From an optimization exercise on the open Yosys and OpenROAD flow, aimed at small area, a short achievable clock period and few clock cycles per item; shortcuts taken in it are not production practice. The RTL was checked by simulation tests, not by an equivalence proof against the original design. No activity file was given, so power comes from the tool's default toggle rates.

==> flow/design.v, too long to show whole: its modules and the start of the top module <==
// module scr_search: 1226 lines
module scr_search(clk,rst,start,R_fixed,angle1,adder,error,X,Y,done);
  // ...
==> flow/run.sh <==
#!/bin/bash
# synth_recipe.tcl (not shown) runs the flow's synth.tcl, then flattens the netlist and writes it again
# the make line also repeats each setting of config.mk as NAME=value (left out here)
make -C /OpenROAD-flow-scripts/flow DESIGN_CONFIG=/design/flow/config.mk WORK_HOME=/design/flow/orfs CLKGATE_MAP_FILE= SYNTH_SCRIPT=/design/flow/synth_recipe.tcl finish
==> flow/config.mk <==
export PLATFORM = sky130hd
export DESIGN_NAME = scr_search
export DESIGN_NICKNAME = scr_search
export VERILOG_FILES = /design/flow/design.v
export SDC_FILE = /design/flow/constraint.sdc
export NUM_CORES = 4
export LEC_CHECK = 0
export CAP_MARGIN = 20
export CORE_MARGIN = 2
export CORE_UTILIZATION = 15
export PLACE_DENSITY = 0.3
export SETUP_SLACK_MARGIN = 3
export SLEW_MARGIN = 20
==> flow/constraint.sdc <==
create_clock -name core_clock -period 12.0 [get_ports {clk}]
set_input_delay 2.4000 -clock core_clock [delete_from_list [all_inputs] [get_ports {clk}]]
set_output_delay 2.4000 -clock core_clock [all_outputs]
set_load 0.01 [all_outputs]
==> results_dict.tcl, run 1 <==
set metrics [dict create \
    final_cell_mix "197 x nand2_1, 191 x nor2_1, 137 x nand3_1" \
    antenna_found_initial 1 \
    grt-ovfl-total 0 \
    seq_share 0.102 \
    largestPowerGroup "combinational logic" \
    path_buf_inv 4 \
    antenna_left 0 \
    grt.total_usage 0.218 \
    hold_path_depth 2 \
    inv_count 90 \
    cell_internal_pwr_uw 860 \
    crit_slowest_cell "a2111oi_0" \
    cts_hold_buf 0 \
    post_cts_buffers 0 \
    cp_num_cells 15 \
    busiest_layer "met2" \
    worstMarginPinSlew_ns 1.21 \
    critical_path.most_common_cell "buf_4" \
    finalNonFillerCells 3490 \
    comb-power_mw 1.40 \
    hpwl_mm 96.5 \
    area_growth_pct 16.0 \
    status "finished clean" \
    hold_path_startpoint "done" \
    clk_pin_slew_ns 0.07 \
    ys_seq_elements 63 \
]
Testbench counts, summed over its fixed seeds: cycles 384, queries 384.
==> run 2: changes to the inputs <==
--- a/flow/config.mk
+++ b/flow/config.mk
@@ -9,5 +9,5 @@
 export CORE_MARGIN = 2
 export CORE_UTILIZATION = 15
 export PLACE_DENSITY = 0.3
-export SETUP_SLACK_MARGIN = 3
+export SETUP_SLACK_MARGIN = 5
 export SLEW_MARGIN = 20
==> results_dict.tcl, run 2 <==
set metrics [dict create \
    cts_sinks 63 \
    cts_made_buffers 9 \
    gp_congestion 1.01 \
    path_cells "clkdlybuf4s15_2 -> buf_12 -> clkinvlp_4 -> ha_2 -> and3b_1 -> o32a_4 -> clkinv_8 -> bufbuf_16 -> o211ai_1 -> nand3_1 -> a21oi_1 -> a211oi_1 -> a31oi_1 -> nand4_1 -> nor3_1 -> nand3_1" \
    stdcell_area_mm2 0.0198 \
    peakVddDrop_mv 0.0675 \
    grt.total_usage 0.224 \
    worst_ep_arrival_time_ns 7.14 \
    cts_buffer_depth 2 \
    min_period_ns 7.09 \
    fin_setup_tns_ns 0 \
    finalHoldViolations 0 \
    clk_pin_slew_ns 0.07 \
    final_common_cell "nand2_1" \
    synth_area_per_cell_um2 6.92 \
    cts_root_buffer "clkbuf_16" \
    rows 116 \
    area_growth_pct 30.4 \
    crit_required_ns 12.04 \
    grt-ovfl-total 0 \
    crit_slowest_cell "a31oi_1" \
    antenna_left 0 \
    path_buf_inv 5 \
    ys_seq_area_frac 0.119 \
    fp.dieArea_mm2 0.104 \
    synth.most_common_cell "nand2_1" \
    cts_tree "built" \
    critical_path.most_common_cell "nand3_1" \
    min_path_type "flip-flop to flip-flop" \
    postPlaceCellArea_mm2 0.0173 \
    wl_per_cell_um 33.5 \
    drt_pass1_iterations 7 \
    synth_area_leader_cell "edfxtp_1" \
    syn-cell-area_mm2 0.0152 \
    crit_family "compound AO/OA/AOI/OAI gates" \
    yosys-top-cells-area "edfxtp_1 11%, ha_1 5.7%, nand2_1 4.9%" \
    rsz0062_at_grt "true" \
    coreArea_mm2 0.100 \
    clk_latency_ns 0.35 \
    syn_inst 2194 \
    largest_registers "ta (10), tb (10), xr (10)" \
    synth_commonest_cells "197 x nand2_1, 191 x nor2_1, 137 x nand3_1" \
    ioPinCount 49 \
    drv_slew 0 \
    async_flop_share 0 \
    yosys_warnings 1 \
    final_cell_mix "190 x nand2_1, 182 x nor2_1, 128 x a21oi_1" \
    antenna_found_initial 0 \
    worstMarginPinSlew_ns 1.21 \
    synthFlopType "edfxtp_1" \
    synth_edf_count 54 \
    synth_fp_nets 2313 \
    drt-initial-drc-count 2661 \
    fillers 11300 \
    grt_pass1_wl_mm 164 \
    status "finished clean" \
    finalSetupViolations 0 \
    die_h_um 322 \
    route.detailed.drc 0 \
    worstSetupEndpointType "flip-flop" \
    worstPathMaxFanout 31 \
    grt_pass1_vias 19800 \
    cellPowerDensity_mw_per_mm2 109 \
    finClkSkew_ns 0.00719 \
    fmax_mhz 141 \
    port_buffers 48 \
    p_leak_nw 7.20 \
    yosysTopAreaCellShare 0.107 \
    hpwl_mm 96.5 \
    initial_core_util 0.152 \
    period_share 0.591 \
    cts_hold_buf 0 \
    die_w_um 322 \
    htree_levels 3 \
    synth_cell_types 103 \
    worstSetupStartpointType "primary input" \
    drive_gt1_frac 0.203 \
    crit_type "primary input to flip-flop" \
    maxCapViolCount 0 \
    layout.nets 2385 \
    slew_headroom 0.182 \
    vias 20500 \
    ys_seq_elements 63 \
    vias_per_cell 5.75 \
    grt_max_degree 58 \
    wirelength_mm 120 \
    cp_slowest_stage_delay_ns 0.77 \
]
[run 2: worst paths after layout]
path                  start  slack, ns      end  cells after the start
setup / recovery  angle1[8]       4.91    tb[8]                     16
hold reg to reg        done       0.48     done                      2
hold / removal         done       0.48     done                      2
setup reg to reg     err[1]      10.16  emax[1]                      5
[run 2: cells by family after synthesis]
family / synth area share
AO/OA/AOI/OAI: 0.315
XOR/XNOR: 0.0231
adder cells (fa/ha/maj): 0.0700
buffers and inverters: 0.0616
flip-flops: 0.119
multiplexers: 0.0541
AND/OR/NAND/NOR: 0.358
[run 2: through the flow]
step                      utilization  power (mW)  cells  setup slack [ns]  hold slack, ns
after global placement          0.173        1.70   3470              2.22           0.467
after detailed placement        0.173        1.68   3470              2.45           0.475
after floorplan                     -        1.10   2194              5.61           0.503
after global routing            0.198        2.27   3569              4.74           0.554
after CTS                       0.189        2.06   3545              4.67           0.490
final                           0.198        2.17   3570              4.91           0.478
[run 2: timing repair]
item,CTS,global route
endpoints found under the setup margin,46,43
gates cloned,6,0
pin swaps,33,38
setup buffers,53,24
resized for setup,212,131
[run 2: worst min-delay path, stage by stage (launching register included)]
cell and delay (ns):
dfxtp_1 0.33, nor2_1 0.05, nor2_1 0.07
[run 2: power by group]
| group | leakage [nW] | total (mW) | internal, mW | switching (mW) |
|---|---|---|---|---|
| registers | 0.613 | 0.312 | 0.277 | 0.0347 |
| clock network | 0.136 | 0.256 | 0.142 | 0.114 |
| logic | 6.45 | 1.60 | 0.544 | 1.05 |
[run 2: final cells by class]
| class | instances | area (µm²) | share of cell area |
|---|---|---|---|
| Multi-Input combinational cell | 1908 | 14000 | 0.705 |
| Sequential cell | 63 | 1800 | 0.0910 |
| Timing Repair Buffer | 193 | 1760 | 0.0890 |
| Tap cell | 1298 | 1620 | 0.0820 |
| Inverter | 90 | 358 | 0.0181 |
| Clock buffer | 9 | 225 | 0.0114 |
| Clock inverter | 7 | 56.3 | 0.00284 |
| Timing Repair inverter | 1 | 7.51 | 0.000379 |
| Antenna cell | 1 | 2.50 | 0.000126 |
[run 2: layer usage]
metal,GRT usage,wire length [µm]
met2,0.362,53500
met1,0.285,48900
met3,0.0343,9010
met4,0.123,8220
met5,0,0
==> run 3: changes to the inputs <==
--- a/flow/config.mk
+++ b/flow/config.mk
@@ -9,5 +9,5 @@
 export CORE_MARGIN = 2
 export CORE_UTILIZATION = 15
 export PLACE_DENSITY = 0.3
-export SETUP_SLACK_MARGIN = 5
+export SETUP_SLACK_MARGIN = 1.5
 export SLEW_MARGIN = 20
==> results_dict.tcl, run 3 <==
set metrics [dict create \
    status "finished clean" \
    cts_buffer_depth 2 \
    worst_ep_arrival_time_ns 9.65 \
    initial_core_util 0.152 \
    period_share 0.799 \
    synth_fp_nets 2313 \
    sw_frac_of_total 0.563 \
    worstSetupStartpointType "primary input" \
    post_cts_buffers 0 \
    p_leak_nw 6.43 \
    cell_internal_pwr_uw 859 \
    rr_worst_depth 5 \
    crit_required_ns 12.06 \
    vias_per_cell 5.73 \
    drt_pass1_iterations 6 \
    synth_edf_count 54 \
    drive_gt1_frac 0.0868 \
    cellPowerDensity_mw_per_mm2 112 \
    fillers 11500 \
    peakVddDrop_mv 0.0674 \
    wirelength_mm 116 \
    synth_area_leader_cell "edfxtp_1" \
    wl_per_cell_um 33.3 \
    maxCapViolCount 0 \
    synth_commonest_cells "197 x nand2_1, 191 x nor2_1, 137 x nand3_1" \
    drv_slew 0 \
    r2r-start "err[1]" \
    combPwrFrac 0.711 \
    fin_setup_tns_ns 0 \
    synth.most_common_cell "nand2_1" \
    worstSetupEndpointType "flip-flop" \
    final_cell_mix "197 x nand2_1, 191 x nor2_1, 137 x nand3_1" \
    timing.rr.end "emax[1]" \
    cts_root_buffer "clkbuf_16" \
    ys_seq_elements 63 \
    reg2reg_slack_ns 10.14 \
    p_total_mw 1.97 \
    drt-initial-drc-count 2746 \
    cts_resized 0 \
    min_path_type "flip-flop to flip-flop" \
    async_flop_share 0 \
    yosys_warnings 1 \
    synthFlopType "edfxtp_1" \
    min_period_ns 9.59 \
    hold_path_startpoint "done" \
    holdPathEnd "done" \
    die_h_um 322 \
    gp_congestion 1.01 \
    finalSetupViolations 0 \
    synth_cell_types 103 \
    grt_max_degree 63 \
    slew_headroom 0.166 \
    worstMarginPinSlew_ns 1.24 \
    hold_path_depth 2 \
    fp.dieArea_mm2 0.104 \
    route.detailed.drc 0 \
    finClkSkew_ns 0.00887 \
    antenna_left 0 \
    yosysTopAreaCellShare 0.107 \
    fin_util 0.176 \
    port_buffers 48 \
    syn_inst 2194 \
    cts_tree "built" \
    antenna_found_initial 1 \
    stdcell_area_mm2 0.0176 \
    vias 20000 \
    cts_sinks 63 \
    final_common_cell "nand2_1" \
    rsz0062_at_grt "false" \
    cts_made_buffers 9 \
    worstPathMaxFanout 62 \
    htree_levels 3 \
    clk_latency_ns 0.36 \
    syn-cell-area_mm2 0.0152 \
    yosys-top-cells-area "edfxtp_1 11%, ha_1 5.7%, nand2_1 4.9%" \
    postPlaceCellArea_mm2 0.0173 \
    p_seq_frac 0.158 \
    largest_registers "ta (10), tb (10), xr (10)" \
    synth_area_per_cell_um2 6.92 \
    ioPinCount 49 \
    p_clk_frac 0.131 \
    hpwl_mm 96.5 \
    area_growth_pct 15.9 \
    ys_seq_area_frac 0.119 \
    die_w_um 322 \
    finalHoldViolations 0 \
    coreArea_mm2 0.100 \
    fmax_mhz 104 \
    crit_type "primary input to flip-flop" \
    layout.nets 2302 \
    grt-ovfl-total 0 \
    cts_hold_buf 0 \
    clk_pin_slew_ns 0.07 \
    grt.total_usage 0.218 \
    grt_pass1_wl_mm 160 \
    rows 116 \
    grt_pass1_vias 19300 \
    p_sw_mw 1.11 \
]
-- run 3: area by class of cell --
class / count / area (µm²) / area share
clock buffers: 9 / 225 / 0.0128
repair buffers: 113 / 958 / 0.0545
inverters: 90 / 340 / 0.0193
well taps: 1298 / 1620 / 0.0923
diodes: 5 / 12.5 / 0.000711
multi-input cells: 1906 / 12600 / 0.715
clock inverters: 7 / 56.3 / 0.00320
flip-flops and latches: 63 / 1800 / 0.102
-- run 3: cells by family (layout without fill, tap and decap cells) --
group / count (synthesis) / count (layout) / share of synthesized area
flops: 63 / 63 / 0.119
compound gates: 678 / 678 / 0.315
fa+ha+maj: 79 / 79 / 0.0700
mux: 69 / 69 / 0.0541
buf+inv: 225 / 219 / 0.0616
other cells: 0 / 5 / 0
xor+xnor: 40 / 40 / 0.0231
simple gates: 1040 / 1040 / 0.358
-- run 3: through the flow --
step | cells | hold WS (ns) | setup slack [ns]
after floorplan | 2194 | 0.503 | 5.61
final | 3491 | 0.478 | 2.41
after CTS | 3486 | 0.490 | 2.80
after global placement | 3470 | 0.467 | 2.22
after detailed placement | 3470 | 0.475 | 2.45
after global routing | 3486 | 0.554 | 2.34
-- run 3: critical path: stages --
cell	delay [ns]
clkdlybuf4s50_1	0.40
buf_4	0.24
inv_1	0.27
ha_1	0.28
and3b_1	0.21
o32a_2	0.40
inv_4	0.27
buf_4	0.79
mux2i_2	1.08
nand2_1	0.57
a311oi_2	0.73
a211oi_2	0.36
a2111oi_0	0.66
nand4b_1	0.34
nor4_1	0.43
nand4_1	0.16
-- run 3: how the worst max path moves through the flow --
stage	endpoint	slack, ns	startpoint
2_1_floorplan	bv	5.61	angle1[8]
3_3_place_gp	av	2.22	angle1[8]
3_5_place_dp	av	2.45	angle1[8]
4_1_cts	av	2.80	angle1[8]
5_1_grt	av	2.34	angle1[8]
6_report	av	2.41	angle1[8]
-- run 3: power groups by stage --
stage	combinational [mW]	sequential, mW	clock (mW)
after detailed placement	1.36	0.318	0
after global routing	1.48	0.316	0.275
final	1.40	0.311	0.257
after global placement	1.39	0.318	0
after CTS	1.37	0.314	0.270
after floorplan	0.804	0.296	0
-- run 3: per-layer routing --
metal	GRT usage	share of wire
met5	0	0
met1	0.274	0.41
met4	0.114	0.065
met2	0.356	0.45
met3	0.0372	0.077
==> run 4: changes to the inputs <==
==> flow/flow/run.sh (new file) <==
#!/bin/bash
# The standard layout (the standard.sh, unchanged synthesis and steps), with one change:
# the port buffers that global placement inserts are plain buffers instead of the default cell.
set -euo pipefail
export BUFFER_PORTS_ARGS="-buffer_cell sky130_fd_sc_hd__buf_2"
bash standard.sh > standard_flow.log 2>&1
==> flow/standard.sh (new file) <==
#!/bin/bash
# synth_recipe.tcl (not shown) runs the flow's synth.tcl, then flattens the netlist and writes it again
# the make line also repeats each setting of config.mk as NAME=value (left out here)
make -C /OpenROAD-flow-scripts/flow DESIGN_CONFIG=/design/flow/config.mk WORK_HOME=/design/flow/orfs CLKGATE_MAP_FILE= SYNTH_SCRIPT=/design/flow/synth_recipe.tcl "${@:-finish}"
removed: flow/run.sh
==> results_dict.tcl, run 4 <==
set metrics [dict create \
    cts_root_buffer "clkbuf_16" \
    crit_required_ns 12.01 \
    hold_path_startpoint "done" \
    drive_gt1_frac 0.106 \
    area_growth_pct 14.3 \
    port_buffers 48 \
    antenna_left 0 \
    maxCapViolCount 0 \
    worstSetupStartpointType "primary input" \
    ys_seq_area_frac 0.119 \
    fin_setup_tns_ns 0 \
    fp.dieArea_mm2 0.104 \
    ys_seq_elements 63 \
    dp_slack_ns 2.70 \
    synth_fp_nets 2313 \
    grt_pass1_vias 19300 \
    syn_inst 2194 \
    status "finished clean" \
    fmax_mhz 109 \
    post_cts_buffers 0 \
    postPlaceCellArea_mm2 0.0170 \
    vias 20000 \
    route.detailed.drc 0 \
    holdPathEnd "done" \
    antenna_found_initial 3 \
    synth_commonest_cells "197 x nand2_1, 191 x nor2_1, 137 x nand3_1" \
    clk_pin_slew_ns 0.06 \
    r2r-start "err[0]" \
    cts_tree "built" \
    p_total_mw 1.98 \
    rows 116 \
    largest_registers "ta (10), tb (10), xr (10)" \
    syn-cell-area_mm2 0.0152 \
    hold_path_depth 2 \
    htree_levels 3 \
    clk_latency_ns 0.35 \
    gp_congestion 1.03 \
    peakVddDrop_mv 0.0619 \
    layout_setup_ws_ns 2.79 \
    min_period_ns 9.21 \
    worst_ep_arrival_time_ns 9.22 \
    synth_area_per_cell_um2 6.92 \
    grt_pass1_wl_mm 161 \
    worstSetupEndpointType "flip-flop" \
    ioPinCount 49 \
    grt_max_degree 63 \
    cts_resized 0 \
    grt.total_usage 0.221 \
    cts_buffer_depth 2 \
    grt-ovfl-total 0 \
    drt-initial-drc-count 2629 \
    cellPowerDensity_mw_per_mm2 114 \
    die_h_um 322 \
    wl_per_cell_um 34.0 \
    synthFlopType "edfxtp_1" \
    slew_headroom 0.193 \
    cts_sinks 63 \
    yosys-top-cells-area "edfxtp_1 11%, ha_1 5.7%, nand2_1 4.9%" \
    initial_core_util 0.152 \
    die_w_um 322 \
    final_cell_mix "197 x nand2_1, 191 x nor2_1, 137 x nand3_1" \
    layout.nets 2290 \
    rsz0062_at_grt "false" \
    reg2reg_slack_ns 10.15 \
    coreArea_mm2 0.100 \
    synth.most_common_cell "nand2_1" \
    wirelength_mm 118 \
    synth_edf_count 54 \
    stdcell_area_mm2 0.0174 \
    synth_area_leader_cell "edfxtp_1" \
    hpwl_mm 98.4 \
    vias_per_cell 5.75 \
    finalHoldViolations 0 \
    cts_made_buffers 9 \
    cts_hold_buf 0 \
    yosys_warnings 1 \
    finalSetupViolations 0 \
    worstMarginPinSlew_ns 1.20 \
    final_common_cell "nand2_1" \
    p_leak_nw 6.43 \
    startpoint "angle1[8]" \
    worstPathMaxFanout 50 \
    crit_type "primary input to flip-flop" \
    timing.rr.end "emax[1]" \
    min_path_type "flip-flop to flip-flop" \
    period_share 0.768 \
    drv_slew 0 \
    drt_pass1_iterations 6 \
    synth_cell_types 103 \
    yosysTopAreaCellShare 0.107 \
    rr_worst_depth 5 \
    finClkSkew_ns 0.00815 \
    async_flop_share 0 \
]
==> run 4: cell counts after synthesis <==
No cell type changed its count.
==> run 4: final cells by class <==
| class | instances | area (µm²) |
|---|---|---|
| Multi-Input combinational cell | 1906 | 12600 |
| Sequential cell | 63 | 1800 |
| Clock buffer | 9 | 225 |
| Antenna cell | 1 | 2.50 |
| Inverter | 90 | 340 |
| Timing Repair Buffer | 101 | 638 |
| Fill cell | 11500 | 82800 |
| Clock inverter | 7 | 96.3 |
| Tap cell | 1298 | 1620 |
==> run 4: kinds of logic (layout without fill, tap and decap cells) <==
kind of cell,count (synthesis),after routing,share of synthesized area
adders and majority gates,79,79,0.0700
other,0,1,0
muxes,69,69,0.0541
xor gates and xnor gates,40,40,0.0231
and+or+nand+nor,1040,1040,0.358
DFF,63,63,0.119
buffers and inverters,225,207,0.0616
AOI/OAI and AO/OA,678,678,0.315
==> run 4: how the worst max path moves through the flow <==
stage               slack [ns]  endpoint  cells after the start
floorplan                 5.61        bv                     17
global placement          2.17     tb[1]                     14
detailed placement        2.70     tb[1]                     14
CTS                       3.06     tb[1]                     14
global route              2.61     tb[1]                     14
finish                    2.79     tb[1]                     14
==> run 4: routing by layer <==
layer	vias up	part of all wire	global-route usage
met5	-	0.00011	0
met4	2	0.060	0.112
met3	305	0.072	0.0352
met2	1230	0.45	0.363
met1	9971	0.41	0.279
li1	8481	-	-
==> run 4: critical path: stages <==
cell       delay, ns
buf_2           0.46
inv_1           0.31
ha_1            0.34
and3b_1         0.25
o32a_2          0.59
buf_4           0.71
mux2i_1         0.86
nand2_1         0.54
o311a_1         0.50
nand2_1         0.26
a2bb2oi_1       0.65
nand4b_1        0.21
nor4_1          0.73
nand4_1         0.34
==> run 4: report_power, final <==
group          switching (mW)  internal (mW)  total [mW]
logic                   0.953          0.421        1.37
registers              0.0368          0.277       0.314
clock network           0.113          0.183       0.296
==> run 4: stage by stage <==
| step | util | cells | hold WS, ns |
|---|---|---|---|
| after floorplan | - | 2194 | 0.503 |
| after global placement | 0.169 | 3457 | 0.449 |
| after detailed placement | 0.170 | 3458 | 0.468 |
| after CTS | 0.173 | 3474 | 0.483 |
| after global routing | 0.173 | 3475 | 0.505 |
| final | 0.173 | 3475 | 0.474 |
==> run 5: changes to the inputs <==
--- a/flow/config.mk
+++ b/flow/config.mk
@@ -9,5 +9,5 @@
 export CORE_MARGIN = 2
 export CORE_UTILIZATION = 15
 export PLACE_DENSITY = 0.3
-export SETUP_SLACK_MARGIN = 1.5
+export SETUP_SLACK_MARGIN = 5
 export SLEW_MARGIN = 20
==> results_dict.tcl, run 5 <==
set metrics [dict create \
    worstPathMaxFanout 24 \
    yosysTopAreaCellShare 0.107 \
    fin_util 0.189 \
    syn-cell-area_mm2 0.0152 \
    antenna_found_initial 2 \
    critical_path.most_common_cell "buf_4" \
    syn_inst 2194 \
    cts_tree "built" \
    globalRouteMet1Util 0.285 \
    hpwl_mm 98.4 \
    wl_per_cell_um 34.2 \
    synth_fp_nets 2313 \
    grt_max_degree 63 \
    synthFlopType "edfxtp_1" \
    grt_pass1_wl_mm 164 \
    cts_made_buffers 9 \
    ioPinCount 49 \
    ys_seq_elements 63 \
    globalRouteMet3Util 0.0368 \
    slew_headroom 0.220 \
    num_antenna_cells 0 \
    peakVddDrop_mv 0.0622 \
    vias 20500 \
    drv_slew 0 \
    cts_buffer_depth 2 \
    yosys_warnings 1 \
    min_path_type "flip-flop to flip-flop" \
    drt_pass1_iterations 7 \
    hold_path_depth 2 \
    drt-initial-drc-count 2649 \
    ys_seq_area_frac 0.119 \
    final_cell_mix "194 x nand2_1, 183 x nor2_1, 131 x a21oi_1" \
    synth.most_common_cell "nand2_1" \
    finalHoldViolations 0 \
    drive_gt1_frac 0.181 \
    clk_pin_slew_ns 0.06 \
    grt.met2_usage 0.370 \
    cts_hold_buf 0 \
    cp_slowest_stage_delay_ns 0.67 \
    synth_cell_types 103 \
    die_w_um 322 \
    p_sw_mw 1.17 \
    rr_worst_depth 5 \
    crit_slowest_cell "or4_1" \
    path_buf_inv 4 \
    gp_congestion 1.03 \
    antenna_left 0 \
    fillers 11400 \
    status "finished clean" \
    worstSetupStartpointType "primary input" \
    worst_hold_slack_ns 0.474 \
    die_h_um 322 \
    fin_setup_tns_ns 0 \
    finalNonFillerCells 3526 \
    min_period_ns 7.01 \
    busiest_layer "met2" \
    p_clk_frac 0.140 \
    coreArea_mm2 0.100 \
    async_flop_share 0 \
    sw_frac_of_total 0.551 \
    p_seq_frac 0.148 \
    maxCapViolCount 0 \
    combPwrFrac 0.713 \
    path_cells "buf_6 -> clkinvlp_4 -> ha_1 -> a211oi_4 -> o32a_4 -> buf_4 -> buf_4 -> mux2_2 -> or4_1 -> nor3_2 -> a31oi_1 -> a41o_1 -> nor3_1 -> nand4_1" \
    synth_area_leader_cell "edfxtp_1" \
    period_share 0.584 \
    worst_ep_arrival_time_ns 7.03 \
    synth_commonest_cells "197 x nand2_1, 191 x nor2_1, 137 x nand3_1" \
    fmax_mhz 143 \
    initial_core_util 0.152 \
    finClkSkew_ns 0.00542 \
    largest_registers "ta (10), tb (10), xr (10)" \
    cts_root_buffer "clkbuf_16" \
    clk_latency_ns 0.35 \
    rsz0062_at_grt "true" \
    cts_sinks 63 \
    synth_area_per_cell_um2 6.92 \
    crit_type "primary input to flip-flop" \
    crit_family "simple AND/OR/NAND/NOR gates" \
    grt_pass1_vias 19700 \
    wirelength_mm 121 \
    dp_cells 3458 \
    postPlaceCellArea_mm2 0.0170 \
    finalSetupViolations 0 \
    synth_edf_count 54 \
    rows 116 \
    port_buffers 48 \
    yosys-top-cells-area "edfxtp_1 11%, ha_1 5.7%, nand2_1 4.9%" \
    route.detailed.drc 0 \
    area_growth_pct 24.4 \
    reg2reg_slack_ns 10.15 \
    worstSetupEndpointType "flip-flop" \
    final_common_cell "nand2_1" \
    htree_levels 3 \
    crit_required_ns 12.02 \
    grt.total_usage 0.225 \
    layout.nets 2342 \
    p_leak_nw 6.92 \
    worstMarginPinSlew_ns 1.15 \
    vias_per_cell 5.80 \
    cellPowerDensity_mw_per_mm2 112 \
    grt-ovfl-total 0 \
    stdcell_area_mm2 0.0189 \
    cell_internal_pwr_uw 952 \
    cp_num_cells 14 \
    fp.dieArea_mm2 0.104 \
]
-- run 5: through the flow --
step	power (mW)	worst slack (ns)
after floorplan	1.10	5.61
after global placement	1.68	2.17
after detailed placement	1.66	2.70
after CTS	2.06	4.77
after global routing	2.22	4.73
final	2.12	4.99
-- run 5: final timing paths --
path | startpoint | endpoint
max | angle1[8] | tb[5]
min | done | done
max reg2reg | err[0] | emax[1]
min reg2reg | done | done
-- run 5: metal layers --
| layer | up-vias | wire length (µm) |
|---|---|---|
| met5 | - | 13 |
| met3 | 332 | 9240 |
| met4 | 2 | 7710 |
| li1 | 8582 | - |
| met1 | 10200 | 49200 |
| met2 | 1308 | 54600 |
-- run 5: cells by family after synthesis --
kind of cell             Yosys count  synth area share
AO/OA/AOI/OAI                    678             0.315
XOR/XNOR                          40            0.0231
adder cells (fa/ha/maj)           79            0.0700
buffers and inverters            225            0.0616
flip-flops                        63             0.119
multiplexers                      69            0.0541
AND/OR/NAND/NOR                 1040             0.358
-- run 5: timing repair --
item                       in CTS  in global routing
gates cloned                    4                  2
pin swaps                      19                 17
setup endpoints to repair      46                 46
resized for setup             140                 68
setup buffers                  31                 15
-- run 5: final cells by class --
cell class              count  area (µm²)  share of cell area
repair buffers            150        1180              0.0627
well taps                1298        1620              0.0860
clock buffers               9         225              0.0119
flip-flops and latches     63        1800              0.0954
clock inverters             7        96.3             0.00510
inverters                  90         349              0.0185
multi-input cells        1909       13600               0.720
-- run 5: worst min-delay path, cell delays in order (launching register included) --
cell,delay [ns]
dfxtp_1,0.32
nor2_1,0.04
nor2_1,0.07
-- run 5: power by group through the flow --
stage               sequential (mW)  clock [mW]  combinational [mW]
floorplan                     0.296           0               0.804
global placement              0.322           0                1.36
detailed placement            0.322           0                1.33
CTS                           0.317       0.309                1.43
global route                  0.318       0.313                1.59
finish                        0.313       0.296                1.51
==> run 6: changes to the inputs <==
==> flow/flow/run.sh (replaced) <==
#!/bin/bash
set -euo pipefail
export BUFFER_PORTS_ARGS="-buffer_cell sky130_fd_sc_hd__buf_2"
sed 's/SETUP_SLACK_MARGIN=[0-9.]*/SETUP_SLACK_MARGIN=7/' standard.sh > standard_m.sh
grep -q 'SETUP_SLACK_MARGIN=7' standard_m.sh
bash standard_m.sh > standard_flow.log 2>&1
==> results_dict.tcl, run 6 <==
set metrics [dict create \
    status "finished clean" \
    ioPinCount 49 \
    route.detailed.drc 0 \
    die_h_um 322 \
    timing.rr.end "emax[1]" \
    cts_buffer_depth 2 \
    crit_type "flip-flop to primary output" \
    fillers 10900 \
    yosys-top-cells-area "edfxtp_1 11%, ha_1 5.7%, nand2_1 4.9%" \
    antenna_found_initial 2 \
    rows 116 \
    synth_area_per_cell_um2 6.92 \
    clk_pin_slew_ns 0.07 \
    grt_max_degree 61 \
    finalHoldViolations 0 \
    post_synth_fa_ha_maj_area_fraction 0.0700 \
    antenna_left 0 \
    p_leak_nw 9.73 \
    synth_compound_area_frac 0.315 \
    fmax_mhz 143 \
    synth_area_leader_cell "edfxtp_1" \
    peakVddDrop_mv 0.0730 \
    cts_tree "built" \
    cp_slowest_stage_delay_ns 0.54 \
    crit_required_ns 9.60 \
    drv_slew 0 \
    drive_gt1_frac 0.452 \
    path_cells "nor2_4 -> nand3_4 -> nor4_4 -> xor2_2 -> fa_2 -> inv_2 -> ha_4 -> xor2_1 -> nand4_1 -> or2_4 -> nor3_4 -> a221oi_2 -> a211o_1 -> o211ai_1 -> buf_4 -> o21ai_4 -> mux4_2 -> a21boi_2 -> buf_2" \
    async_flop_share 0 \
    port_buffers 48 \
    hold_path_startpoint "done" \
    synth-xor-area-share 0.0231 \
    htree_levels 3 \
    area_growth_pct 72.0 \
    die_w_um 322 \
    min_period_ns 7.00 \
    layout.nets 2682 \
    min_path_type "flip-flop to flip-flop" \
    crit_slowest_cell "mux4_2" \
    yosys_warnings 1 \
    worstPathMaxFanout 4 \
    reg2reg_slack_ns 10.23 \
    grt.total_usage 0.240 \
    cts_hold_buf 0 \
    rr_worst_depth 5 \
    period_share 0.583 \
    worst_hold_slack_ns 0.468 \
    synth_top_family_by_area "simple AND/OR/NAND/NOR gates" \
    cts_made_buffers 9 \
    slew_headroom 0.205 \
    synth.most_common_cell "nand2_1" \
    finalSetupViolations 0 \
    wl_per_cell_um 33.2 \
    hpwl_mm 96.6 \
    holdPathEnd "done" \
    wirelength_mm 128 \
    synth-simple-area-share 0.358 \
    syn-cell-area_mm2 0.0152 \
    worstSetupStartpointType "flip-flop" \
    worstMarginPinSlew_ns 1.19 \
    r2r-start "err[1]" \
    syn_inst 2194 \
    initial_core_util 0.152 \
    worstSetupEndpointType "primary output" \
    final_common_cell "buf_4" \
    synthFlopType "edfxtp_1" \
    cellPowerDensity_mw_per_mm2 104 \
    fin_setup_tns_ns 0 \
    vias_per_cell 5.75 \
    synth_cell_types 103 \
    vias 22200 \
    synth_edf_count 54 \
    rsz0062_at_grt "true" \
    finClkSkew_ns 0.00270 \
    worst_ep_arrival_time_ns 4.60 \
    synth_commonest_cells "197 x nand2_1, 191 x nor2_1, 137 x nand3_1" \
    ys_seq_elements 63 \
    grt-ovfl-total 0 \
    clk_latency_ns 0.36 \
    num_antenna_cells 0 \
    grt_pass1_vias 21700 \
    ys_seq_area_frac 0.119 \
    cts_root_buffer "clkbuf_16" \
    drt-initial-drc-count 2590 \
    fp.dieArea_mm2 0.104 \
    drt_pass1_iterations 6 \
    final_cell_mix "316 x buf_4, 163 x nand2_1, 159 x nor2_1" \
    synth.area.mux_share 0.0541 \
    cts_sinks 63 \
    gp_congestion 1.00 \
    hold_path_depth 2 \
    largest_registers "ta (10), tb (10), xr (10)" \
    maxCapViolCount 0 \
    yosysTopAreaCellShare 0.107 \
    coreArea_mm2 0.100 \
    synth_fp_nets 2313 \
    grt_pass1_wl_mm 176 \
]
run 6: changes by cell type in the layout (fill, tap and decap cells not counted), moves of 23 or more:
cell | before | now
nor3_2 | 10 | 35
nand3_2 | 8 | 32
nand2_1 | 194 | 163
nor4_1 | 51 | 8
buf_4 | 89 | 316
buf_6 | 4 | 70
nor2_1 | 183 | 159
nor3_1 | 104 | 60
nand3_1 | 129 | 90
nor4_4 | 7 | 32
a21oi_1 | 131 | 108
buf_12 | 3 | 35
run 6: kinds of logic (layout without fill, tap and decap cells):
family,count (synthesis),in the layout
simple gates,1040,1040
mux,69,70
flops,63,63
fa+ha+maj,79,79
buf+inv,225,596
compound gates,678,680
xor+xnor,40,40
run 6: worst max-delay path by stage:
stage / endpoint / cells after the start / slack [ns] / startpoint
floorplan: X[1] / 17 / 5.93 / xr[2]
global placement: Xb[0] / 15 / 3.42 / angle1[8]
detailed placement: Xa[1] / 14 / 3.48 / angle1[8]
CTS: X[1] / 18 / 4.85 / xr[0]
global route: Y[1] / 19 / 4.75 / xr[0]
finish: X[0] / 19 / 5.00 / xr[2]
run 6: power breakdown:
group / switching (mW) / internal (mW)
sequential: 0.0348 / 0.277
clock: 0.113 / 0.204
combinational: 1.25 / 0.828
run 6: critical path: cells and delay by family, from the launching register on:
| family | cells | cell delay (ns) |
|---|---|---|
| buffers and inverters | 3 | 0.43 |
| and+or+nand+nor | 6 | 0.80 |
| AOI/OAI and AO/OA | 5 | 0.89 |
| xor gates and xnor gates | 2 | 0.38 |
| DFF | 1 | 0.48 |
| adders and majority gates | 2 | 0.71 |
| muxes | 1 | 0.54 |
run 6: cell type report:
class	count	area, µm²	area share
Timing Repair inverter	5	80.1	0.00307
Inverter	90	397	0.0152
Clock buffer	9	225	0.00862
Tap cell	1298	1620	0.0622
Clock inverter	7	120	0.00460
Sequential cell	63	1800	0.0690
Multi-Input combinational cell	1909	17200	0.659
Timing Repair Buffer	485	4670	0.179
run 6: what timing repair did:
action / CTS / global route
gates resized for setup: 659 / 200
gates cloned: 20 / 1
pin swaps: 236 / 170
endpoints found under the setup margin: 52 / 46
buffers inserted: 285 / 99
run 6: through the flow:
step	worst slack [ns]	area [µm²]	total power [mW]	instances	util
2_1_floorplan	5.93	16100	1.17	2194	-
3_3_place_gp	3.42	17600	1.73	3445	0.176
3_5_place_dp	3.48	17700	1.70	3445	0.176
4_1_cts	4.85	24300	2.52	3766	0.243
5_1_grt	4.75	26100	2.82	3866	0.261
6_report	5.00	26100	2.71	3866	0.261
run 6: routing by layer:
| layer | wire (µm) | vias up | GRT usage |
|---|---|---|---|
| li1 | - | 9258 | - |
| met1 | 51400 | 11100 | 0.301 |
| met2 | 56500 | 1442 | 0.384 |
| met3 | 10700 | 442 | 0.0460 |
| met4 | 9610 | 2 | 0.135 |
| met5 | 13 | - | 0 |

## re-timing with driven ports
The flow's constraints put no driver on any port. The routed layouts listed below were extracted and timed again, unchanged, in two steps.
Step 1, drivers: a clkbuf_16 drives clk and a buf_2 each remaining input, both assumed.
Step 2, shift: input delay + t, output delay - t, t = (earliest + latest rising clock arrival at the registers) / 2. This alone moves slack from input paths to output paths.
Three values: ideal ports, drivers, drivers and shift; two values: the first two.
run	t (ns)	slack for setup (ns)	clock arrival spread, ns
run 1	0.400	3.267 / 3.291 / 2.890	0.015 / 0.015
run 2	0.397	4.909 / 4.894 / 4.534	0.014 / 0.014
run 3	0.400	2.414 / 2.439 / 2.039	0.016 / 0.016
run 4	0.399	2.787 / 2.813 / 2.413	0.020 / 0.019
run 5	0.403	4.987 / 4.943 / 4.598	0.016 / 0.015
run 6	0.408	5.003 / 4.952 / 5.184	0.012 / 0.012
After both steps setup and hold are still met in every run listed. For run 5, which loses most, drivers alone change the setup slack by -0.044 ns; drivers and shift together by -0.389 ns.
